From an optimization exercise on the open Yosys and OpenROAD flow, aimed at small area, a short achievable clock period and few clock cycles; shortcuts taken in it are not production practice.
RTL that was checked went through simulation tests only; none was proved equivalent to the original.
Power figures rest on the tool's default switching activity, not on a simulated workload.

== rev 12 ==
## riscv_cpu
module riscv_cpu (
    input         clk, reset,
    output [31:0] PC,
    input  [31:0] Instr,
    output        MemWrite,
    output [31:0] Mem_WrAddr, Mem_WrData,
    input  [31:0] ReadData
);
clock: 12.0 ns
lec_check: 0
cap_margin: 20
core_margin: 2
core_utilization: 35
setup_slack_margin: 5
slew_margin: 20
standard.sh (not shown) runs the stock make flow with config.mk's settings and CLKGATE_MAP_FILE= SYNTH_SCRIPT=/design/flow/synth_recipe.tcl, a recipe that flattens the netlist after the stock synthesis.
==> flow/flow/run.sh <==
#!/bin/bash
# The standard layout (standard.sh) with these changes to how it is made:
#  - timing repair aims at a setup margin of 7.9 ns (the SDC, with its clock
#    period, is unchanged)
#  - port buffers start as buf_4 instead of the delay buffer ORFS picks
#  - CTS: clkbuf_8 sink buffers, no dummy loads
# make's full output goes to flow.log in this folder.
set -euo pipefail
bash standard.sh \
  SETUP_SLACK_MARGIN=7.9 \
  "BUFFER_PORTS_ARGS=-buffer_cell sky130_fd_sc_hd__buf_4" \
  "CTS_ARGS=-sink_clustering_enable -repair_clock_nets -dont_use_dummy_load -sink_clustering_buffer sky130_fd_sc_hd__clkbuf_8" \
  finish > flow.log 2>&1
Testbench counts of rev 12, summed over its fixed seeds: cycles 780,720.
Edits applied to the flow inputs when going from rev 12 to rev 13:
-- flow/design.v --
<<< rev 12, line 15
                           : {instr[7], instr[30:25], instr[11:8], 1'b0};
assign lo = pc + off;
endmodule
module reg_file (
>>> rev 13, line 15
                           : {instr[7], instr[30:25], instr[11:8], 1'b0};
assign lo = pc + off;
endmodule
module compare (
    input  [31:0] a, b,
    output        eq, lt_u, lt_s
);
reg [31:0] l, e;
integer s, i;
always @(*) begin
    l = ~a & b;
    e = ~(a ^ b);
    l[31] = 1'b0;              
    e[31] = 1'b1;
    for (s = 1; s < 32; s = s * 2)
        for (i = 0; i + s < 32; i = i + 2 * s) begin
            l[i + 2*s - 1] = l[i + 2*s - 1] | (e[i + 2*s - 1] & l[i + s - 1]);
            e[i + 2*s - 1] = e[i + 2*s - 1] & e[i + s - 1];
        end
end
wire e31 = ~(a[31] ^ b[31]);
assign eq   = e31 & e[31];
assign lt_u = (~a[31] & b[31]) | (e31 & l[31]);
assign lt_s = (a[31] & ~b[31]) | (e31 & l[31]);
endmodule
module reg_file (
<<< rev 12, line 64
reg  [4:0]  e_rd;
reg  [1:0]  e_sz;                     
reg         e_wr, e_ld, e_st, e_jalr;
reg         k_eq, k_ne, k_lt, k_ge, k_ltu, k_geu;    
reg         e_sub, e_sra, e_shl;
>>> rev 13, line 86
reg  [4:0]  e_rd;
reg  [1:0]  e_sz;                     
reg         e_wr, e_ld, e_st, e_jalr, e_j0;
reg         k_eq, k_ne, k_lt, k_ge, k_ltu, k_geu;    
reg         e_sub, e_sra, e_shl;
<<< rev 12, line 144
wire        cout;
alu_add add (.a(e_a), .b(e_b), .sub(e_sub), .sum(sum), .cout(cout));
wire lt_u = ~cout;
wire lt_s = lt_u ^ e_a[31] ^ e_b[31];
wire eq   = (e_a == e_b);
wire br_miss = (eq & k_eq) | (~eq & k_ne) | (lt_s & k_lt) | (~lt_s & k_ge) |
               (lt_u & k_ltu) | (~lt_u & k_geu);
wire jalr_ok   = (sum == d_pc);
wire jalr_miss = e_jalr & ~jalr_ok;
wire redirect  = br_miss | jalr_miss;
wire br_taken  = e_bp ^ br_miss;
>>> rev 13, line 166
wire        cout;
alu_add add (.a(e_a), .b(e_b), .sub(e_sub), .sum(sum), .cout(cout));
wire eq, lt_u, lt_s;
compare cmp (.a(e_a), .b(e_b), .eq(eq), .lt_u(lt_u), .lt_s(lt_s));
wire br_miss = (eq & k_eq) | (~eq & k_ne) | (lt_s & k_lt) | (~lt_s & k_ge) |
               (lt_u & k_ltu) | (~lt_u & k_geu);
wire jalr_miss = e_jalr & ~(e_j0 & (e_a == d_pc));
wire redirect  = br_miss | jalr_miss;
wire br_taken  = e_bp ^ br_miss;
<<< rev 12, line 237
    e_x    <= d_link ? d_pcp4 : d_br ? (p ? d_pcp4 : d_tgt) : v2;
    e_bi   <= d_pc[4:2];
    e_bp   <= p;
    e_rd   <= rd;
    e_sz   <= f3[1:0];
    e_sub  <= d_br | (d_r & ir[30] & (f3 == 3'b000)) | (d_alu & (f3[2:1] == 2'b01));
    e_sra  <= ir[30];
    e_shl  <= ~f3[2];
>>> rev 13, line 257
    e_x    <= d_link ? d_pcp4 : d_br ? (p ? d_pcp4 : d_tgt) : v2;
    e_bi   <= d_pc[4:2];
    e_j0   <= ir[31:20] == 12'b0;
    e_bp   <= p;
    e_rd   <= rd;
    e_sz   <= f3[1:0];
    e_sub  <= d_r & ir[30] & (f3 == 3'b000);
    e_sra  <= ir[30];
    e_shl  <= ~f3[2];
==> run summary <==
Rev 13 completed; timing, DRC and antenna clean. Proportion of cell area occupied by multi-input gates: rev 13 > rev 12. Vias after detailed routing ended up about 13% higher on rev 13 than on rev 12. Rev 13 has sequential cell fraction of total power above what rev 12 had. Rev 13 against rev 12; post-synthesis instance area is up by a few percent. Power consumption for rev 13: about 5% down relative to rev 12.
Testbench counts of rev 13, summed over its fixed seeds: cycles 781,420.

riscv_cpu, a different RTL version from the one above (not shown whole).
Size: about 5500 cells after synthesis, about 1300 flip-flops, ~160 I/O pins, ~66000 um^2 of cells after synthesis.
Settings: LEC_CHECK=0, CAP_MARGIN=20, CORE_MARGIN=2, CORE_UTILIZATION=35, SETUP_SLACK_MARGIN=5, SLEW_MARGIN=20, SYNTH_HIERARCHICAL=1, SYNTH_MINIMUM_KEEP_SIZE=20; clock period 12.0 ns.
==> flow/flow/run.sh <==
#!/bin/bash
# The standard layout (standard.sh), run in two parts, with these changes
# to how it is made (the SDC, with its clock period, is unchanged):
#  - timing repair aims at a setup margin of 7.9 ns up to CTS, and of 8.3 ns
#    at global routing (to leave room for what detailed routing adds)
#  - port buffers start as buf_4 instead of the delay buffer ORFS picks
#  - CTS: clkbuf_16 sink buffers on clusters of up to 16 flip-flops, no dummy loads
#  - one more round of timing repair after global routing (flow/grt_extra.tcl)
# make's full output goes to flow_cts.log and flow_finish.log in this folder.
set -euo pipefail
COMMON=(
  "BUFFER_PORTS_ARGS=-buffer_cell sky130_fd_sc_hd__buf_4"
  "CTS_ARGS=-sink_clustering_enable -repair_clock_nets -dont_use_dummy_load -sink_clustering_buffer sky130_fd_sc_hd__clkbuf_16 -sink_clustering_size 16 -sink_clustering_max_diameter 100"
)
bash standard.sh "${COMMON[@]}" SETUP_SLACK_MARGIN=7.9 cts > flow_cts.log 2>&1
bash standard.sh "${COMMON[@]}" SETUP_SLACK_MARGIN=8.3 "POST_GLOBAL_ROUTE_TCL=$PWD/flow/grt_extra.tcl" finish > flow_finish.log 2>&1
==> flow/flow/grt_extra.tcl <==
# one more round of timing repair on the global-routing parasitics
puts "extra timing repair after global routing"
log_cmd global_route -start_incremental
log_cmd estimate_parasitics -global_routing
repair_timing -setup_margin $::env(SETUP_SLACK_MARGIN) -hold_margin 0 -repair_tns 100 -verbose
log_cmd detailed_placement
log_cmd global_route -end_incremental
log_cmd estimate_parasitics -global_routing
report_worst_slack -max
The starting point passed the timing, design-rule and antenna checks.
Then changed:
--- a/flow/design.v
+++ b/flow/design.v
@@ -90,23 +90,22 @@
 wire d_br   = op[4] & ~op[0];                    
 wire d_u    = ~op[4] & op[0];                    
 wire d_lui  = d_u & op[3];
 wire d_alu  = ~op[4] & ~op[0] & op[2];           
 wire d_r    = d_alu & op[3];
 wire d_ld   = ~op[4] & ~op[0] & ~op[2] & ~op[3];
 wire d_st   = ~op[4] & ~op[0] & ~op[2] & op[3];
 wire d_link = d_jal | d_jalr;
 wire d_wr   = ~(d_br | d_st) & (rd != 5'd0);
 wire use1   = ~(d_jal | d_u);
 wire use2   = d_r | d_br | d_st;
-wire d_sub  = d_r & ir[30] & (f3 == 3'b000);       
 wire [31:0] immI = {{20{ir[31]}}, ir[31:20]};
 wire [31:0] immS = {{20{ir[31]}}, ir[31:25], ir[11:7]};
 wire [31:0] immU = {ir[31:12], 12'b0};
 wire [31:0] imm  = d_u ? immU : d_st ? immS : immI;
 wire [31:0] immB = {{20{ir[31]}}, ir[7], ir[30:25], ir[11:8], 1'b0};
 wire [31:0] immJ = {{12{ir[31]}}, ir[19:12], ir[20], ir[30:21], 1'b0};
 wire [31:0] d_tgt  = d_pc + (op[1] ? immJ : immB);
 wire [12:0] d_lo   = {1'b0, d_pc[11:0]} + {1'b0, immJ[11:0] & {12{op[1]}} | immB[11:0] & {12{~op[1]}}};
 wire        d_hi0  = op[1] ? (ir[19:12] == {8{ir[31]}}) : 1'b1;
 wire        d_fx   = d_hi0 & (d_lo[12] == ir[31]);
 wire [31:0] d_pcp4 = d_pc + 32'd4;
@@ -125,23 +124,25 @@
     .s1(dec1[31:1]), .s2(dec2[31:1]),
     .rd1(rf1), .rd2(rf2), .x1(ra)
 );
 wire ex_a = ~d_u & e_hit1;
 wire wb_a = ~d_u & ~e_hit1 & m_hit1;
 wire pc_a = d_u & ~d_lui;
 wire [31:0] a_in = (rf1 & {32{rf_a}}) | (ex_res & {32{ex_a}}) | (wb & {32{wb_a}}) | (d_pc & {32{pc_a}});
 wire [31:0] v2   = (rf2 & {32{rf_b}}) | (ex_res & {32{e_hit2}}) | (wb & {32{~e_hit2 & m_hit2}});
 wire stall = ir_v & e_ld & ((e_hit1 & use1) | (e_hit2 & use2));
 wire p       = d_fp;                              
 wire d_redir = ir_v & d_fp & ~d_fx;
-wire [31:0] sum = e_a + e_b + {31'b0, e_sub};      
+wire [31:0] sum_a = e_a + e_b;
+wire [31:0] sum_s = e_a - e_b;
+wire [31:0] sum = e_sub ? sum_s : sum_a;
 reg [31:0] cl, ce;
 integer cs, ci;
 always @(*) begin
     cl = ~e_a & e_b;
     ce = ~(e_a ^ e_b);
     cl[31] = 1'b0;             
     ce[31] = 1'b1;
     for (cs = 1; cs < 32; cs = cs * 2)
         for (ci = 0; ci + cs < 32; ci = ci + 2 * cs) begin
             cl[ci + 2*cs - 1] = cl[ci + 2*cs - 1] | (ce[ci + 2*cs - 1] & cl[ci + cs - 1]);
             ce[ci + 2*cs - 1] = ce[ci + 2*cs - 1] & ce[ci + cs - 1];
@@ -235,30 +236,30 @@
         m_wr   <= e_wr;
         m_mw   <= e_st;
     end
 end
 always @(posedge clk) begin
     if (!stall) begin
         ir   <= Instr;
         d_pc <= pc_q;
         d_fp <= f_pj;
     end
     e_a    <= a_in;
-    e_b    <= (d_r | d_br) ? v2 ^ {32{d_sub}} : imm;
+    e_b    <= (d_r | d_br) ? v2 : imm;
     e_x    <= d_link ? d_pcp4 : d_br ? (p ? d_pcp4 : d_tgt) : v2;
     e_bi   <= d_pc[4:2];
     e_j0   <= ir[31:20] == 12'b0;
     e_bp   <= p;
     e_rd   <= rd;
     e_sz   <= f3[1:0];
-    e_sub  <= d_sub;
+    e_sub  <= d_r & ir[30] & (f3 == 3'b000);
     e_sra  <= ir[30];
     e_shl  <= ~f3[2];
     r_sum  <= ~d_alu & ~d_link | d_alu & (f3 == 3'b000);
     r_sh   <= d_alu & (f3[1:0] == 2'b01);
     r_slt  <= d_alu & (f3 == 3'b010);
     r_sltu <= d_alu & (f3 == 3'b011);
     r_lt   <= {4{d_alu & f3[2] & (f3[1:0] != 2'b01)}} &
               (f3[1] ? (f3[0] ? 4'b1000 : 4'b1110) : 4'b0110);
     r_link <= d_link;
     m_res  <= ex_res;
     m_wd   <= {e_x[31:16] & {16{e_sz[1]}}, e_x[15:8] & {8{e_sz[1] | e_sz[0]}}, e_x[7:0]};
The changed run passed the timing, design-rule and antenna checks. Total power is about the same. Register-to-register slack loses 280 ps. Routed wire length rose by 0.83%. Fmax fell by 6.5%. Utilization fell by 0.15 points. Cell area rose by 0.70%. Final cell count rose by 1.6%. Critical path depth rose by 3. Clock power rose by about 1%. Combinational power hardly moves.
No run of this note included a check of the RTL's function; only the layout flow was run.

riscv_cpu with an RTL version that a note above also has.
Size: roughly 1,300 flip-flops, roughly 160 I/O pins.
Settings: LEC_CHECK=0, CAP_MARGIN=20, CORE_MARGIN=2, CORE_UTILIZATION=35, SETUP_SLACK_MARGIN=5, SLEW_MARGIN=20, SYNTH_HIERARCHICAL=1, SYNTH_MINIMUM_KEEP_SIZE=3000; clock period 12.0 ns.
==> flow/flow/run.sh <==
#!/bin/bash
# The standard layout (standard.sh) with these changes to how it is made:
#  - timing repair aims at a setup margin of 7.9 ns (the SDC, with its clock
#    period, is unchanged)
#  - port buffers start as buf_4 instead of the delay buffer ORFS picks
#  - CTS: clkbuf_8 sink buffers, no dummy loads
# make's full output goes to flow.log in this folder.
set -euo pipefail
bash standard.sh \
  SETUP_SLACK_MARGIN=7.9 \
  "BUFFER_PORTS_ARGS=-buffer_cell sky130_fd_sc_hd__buf_4" \
  "CTS_ARGS=-sink_clustering_enable -repair_clock_nets -dont_use_dummy_load -sink_clustering_buffer sky130_fd_sc_hd__clkbuf_8" \
  finish > flow.log 2>&1
Testbench counts at the start, summed over its fixed seeds: cycles 781,420.
Then changed:
--- a/flow/design.v
+++ b/flow/design.v
@@ -1,26 +1,17 @@
 module alu_add (
     input  [31:0] a, b,
     input         sub,
     output [31:0] sum,
     output        cout
 );
 assign {cout, sum} = {1'b0, a} + {1'b0, b ^ {32{sub}}} + {32'b0, sub};
-endmodule
-module fetch_target (
-    input  [11:0] pc,
-    input  [31:0] instr,
-    output [11:0] lo
-);
-wire [11:0] off = instr[3] ? {instr[20], instr[30:21], 1'b0}
-                           : {instr[7], instr[30:25], instr[11:8], 1'b0};
-assign lo = pc + off;
 endmodule
 module compare (
     input  [31:0] a, b,
     output        eq, lt_u, lt_s
 );
 reg [31:0] l, e;
 integer s, i;
 always @(*) begin
     l = ~a & b;
     e = ~(a ^ b);
@@ -99,22 +90,23 @@
 assign Mem_WrData = m_wd;
 assign MemWrite   = m_mw;
 wire [31:0] ldv = m_f3[1] ? ReadData :
                   m_f3[0] ? {{16{~m_f3[2] & ReadData[15]}}, ReadData[15:0]} :
                             {{24{~m_f3[2] & ReadData[7]}},  ReadData[7:0]};
 wire [31:0] wb  = m_ld ? ldv : m_res;
 wire        f_jal  = Instr[6] & Instr[3];
 wire        f_br   = Instr[6] & ~Instr[2];
 wire        f_jalr = Instr[6] & ~Instr[3] & Instr[2] & (Instr[19:15] == 5'd1);
 wire        f_pj   = f_jal | (f_br & (Instr[31] | bht[pc_q[4:2]]));
-wire [11:0] f_lo;
-fetch_target ft (.pc(pc_q[11:0]), .instr(Instr), .lo(f_lo));
+wire [11:0] f_lo_j = pc_q[11:0] + {Instr[20], Instr[30:21], 1'b0};
+wire [11:0] f_lo_b = pc_q[11:0] + {Instr[7], Instr[30:25], Instr[11:8], 1'b0};
+wire [11:0] f_lo   = Instr[3] ? f_lo_j : f_lo_b;
 wire [31:0] f_tgt  = {pc_q[31:12], f_lo};
 wire [31:0] pcp4   = pc_q + 32'd4;
 wire [4:0] op  = ir[6:2];
 wire [2:0] f3  = ir[14:12];
 wire [4:0] rd  = ir[11:7];
 wire [4:0] rs1 = ir[19:15];
 wire [4:0] rs2 = ir[24:20];
 wire d_jal  = op[4] & op[1];                     
 wire d_jalr = op[4] & ~op[1] & op[0];            
 wire d_br   = op[4] & ~op[0];                    
@@ -144,28 +136,28 @@
 wire e_hit2 = e_wr & (e_rd == rs2);
 wire m_hit1 = m_wr & (m_rd == rs1);
 wire m_hit2 = m_wr & (m_rd == rs2);
 wire [31:0] dec1 = 32'b1 << rs1;
 wire [31:0] dec2 = 32'b1 << rs2;
 wire rf_a = ~d_u & ~e_hit1 & ~m_hit1;            
 wire rf_b = ~e_hit2 & ~m_hit2;
 wire [31:0] rf1, rf2, ra;
 reg_file rf (
     .clk(clk), .we(m_wr), .wa(m_rd), .wd(wb),
-    .s1(dec1[31:1] & {31{rf_a}}), .s2(dec2[31:1] & {31{rf_b}}),
+    .s1(dec1[31:1]), .s2(dec2[31:1]),
     .rd1(rf1), .rd2(rf2), .x1(ra)
 );
 wire ex_a = ~d_u & e_hit1;
 wire wb_a = ~d_u & ~e_hit1 & m_hit1;
 wire pc_a = d_u & ~d_lui;
-wire [31:0] a_in = rf1 | (ex_res & {32{ex_a}}) | (wb & {32{wb_a}}) | (d_pc & {32{pc_a}});
-wire [31:0] v2   = rf2 | (ex_res & {32{e_hit2}}) | (wb & {32{~e_hit2 & m_hit2}});
+wire [31:0] a_in = (rf1 & {32{rf_a}}) | (ex_res & {32{ex_a}}) | (wb & {32{wb_a}}) | (d_pc & {32{pc_a}});
+wire [31:0] v2   = (rf2 & {32{rf_b}}) | (ex_res & {32{e_hit2}}) | (wb & {32{~e_hit2 & m_hit2}});
 wire stall = ir_v & e_ld & ((e_hit1 & use1) | (e_hit2 & use2));
 wire p       = d_fp;                              
 wire d_redir = ir_v & d_fp & ~d_fx;
 wire [31:0] sum;
 wire        cout;
 alu_add add (.a(e_a), .b(e_b), .sub(e_sub), .sum(sum), .cout(cout));
 wire eq, lt_u, lt_s;
 compare cmp (.a(e_a), .b(e_b), .eq(eq), .lt_u(lt_u), .lt_s(lt_s));
 wire br_miss = (eq & k_eq) | (~eq & k_ne) | (lt_s & k_lt) | (~lt_s & k_ge) |
                (lt_u & k_ltu) | (~lt_u & k_geu);
Outcome: Sequential power is higher by about 0.8%; total power is lower by 3.5%; cell count went down by 1.4%; clock skew went down by 0.053 ns; critical path depth grows by 2; routed wire length came out lower by 3.7%; synthesized cell count decreases by about 0.8%; clock-buffer cell count came out higher by 5; synthesized area drops by 0.38%; fmax rises by 2.0%; design area goes down by 2.1%; combinational power decreases by about 12%.
Testbench counts after the change, summed over its fixed seeds: cycles 781,420.

## what the ideal ports hide
In the flow no input, the clock included, has a driving cell. The finished layouts below were timed again as built, in two steps.
Step 1 (the two cells are an assumption about what drives the block):
set clk [get_ports {clk}]
set_driving_cell -lib_cell sky130_fd_sc_hd__clkbuf_16 $clk
set_driving_cell -lib_cell sky130_fd_sc_hd__buf_2 [delete_from_list [all_inputs] $clk]
Step 2 moves the port delays by t, midway between the first and last clock arrival at a register: inputs arrive t later, outputs are due t later. That takes back most of the time a late clock gives input paths.
a / b / c = ideal / step 1 / step 2; a / b = the first two.
run	t, ns	setup WS [ns]	hold WS [ns]	worst data-port slew with drivers (ns)
rev 12	0.866	7.435 / 7.472 / 6.606	0.350 / 0.350 / 0.350	0.07
rev 13	0.889	7.690 / 7.690 / 6.986	0.331 / 0.331 / 0.331	0.07
the first run of note 2	0.821	7.999 / 7.999 / 7.424	0.367 / 0.367 / 0.367	0.12
the second run of note 2	0.814	7.721 / 7.721 / 7.064	0.313 / 0.313 / 0.313	0.09
the first run of note 3	0.826	7.698 / 7.733 / 6.907	0.353 / 0.353 / 0.353	0.09
the second run of note 3	0.849	7.781 / 7.781 / 6.932	0.363 / 0.363 / 0.363	0.09
After both steps setup and hold are still met in every run listed. For the second run of note 3, which loses most, drivers alone change the setup slack by 0.000 ns; drivers and shift together by -0.849 ns.
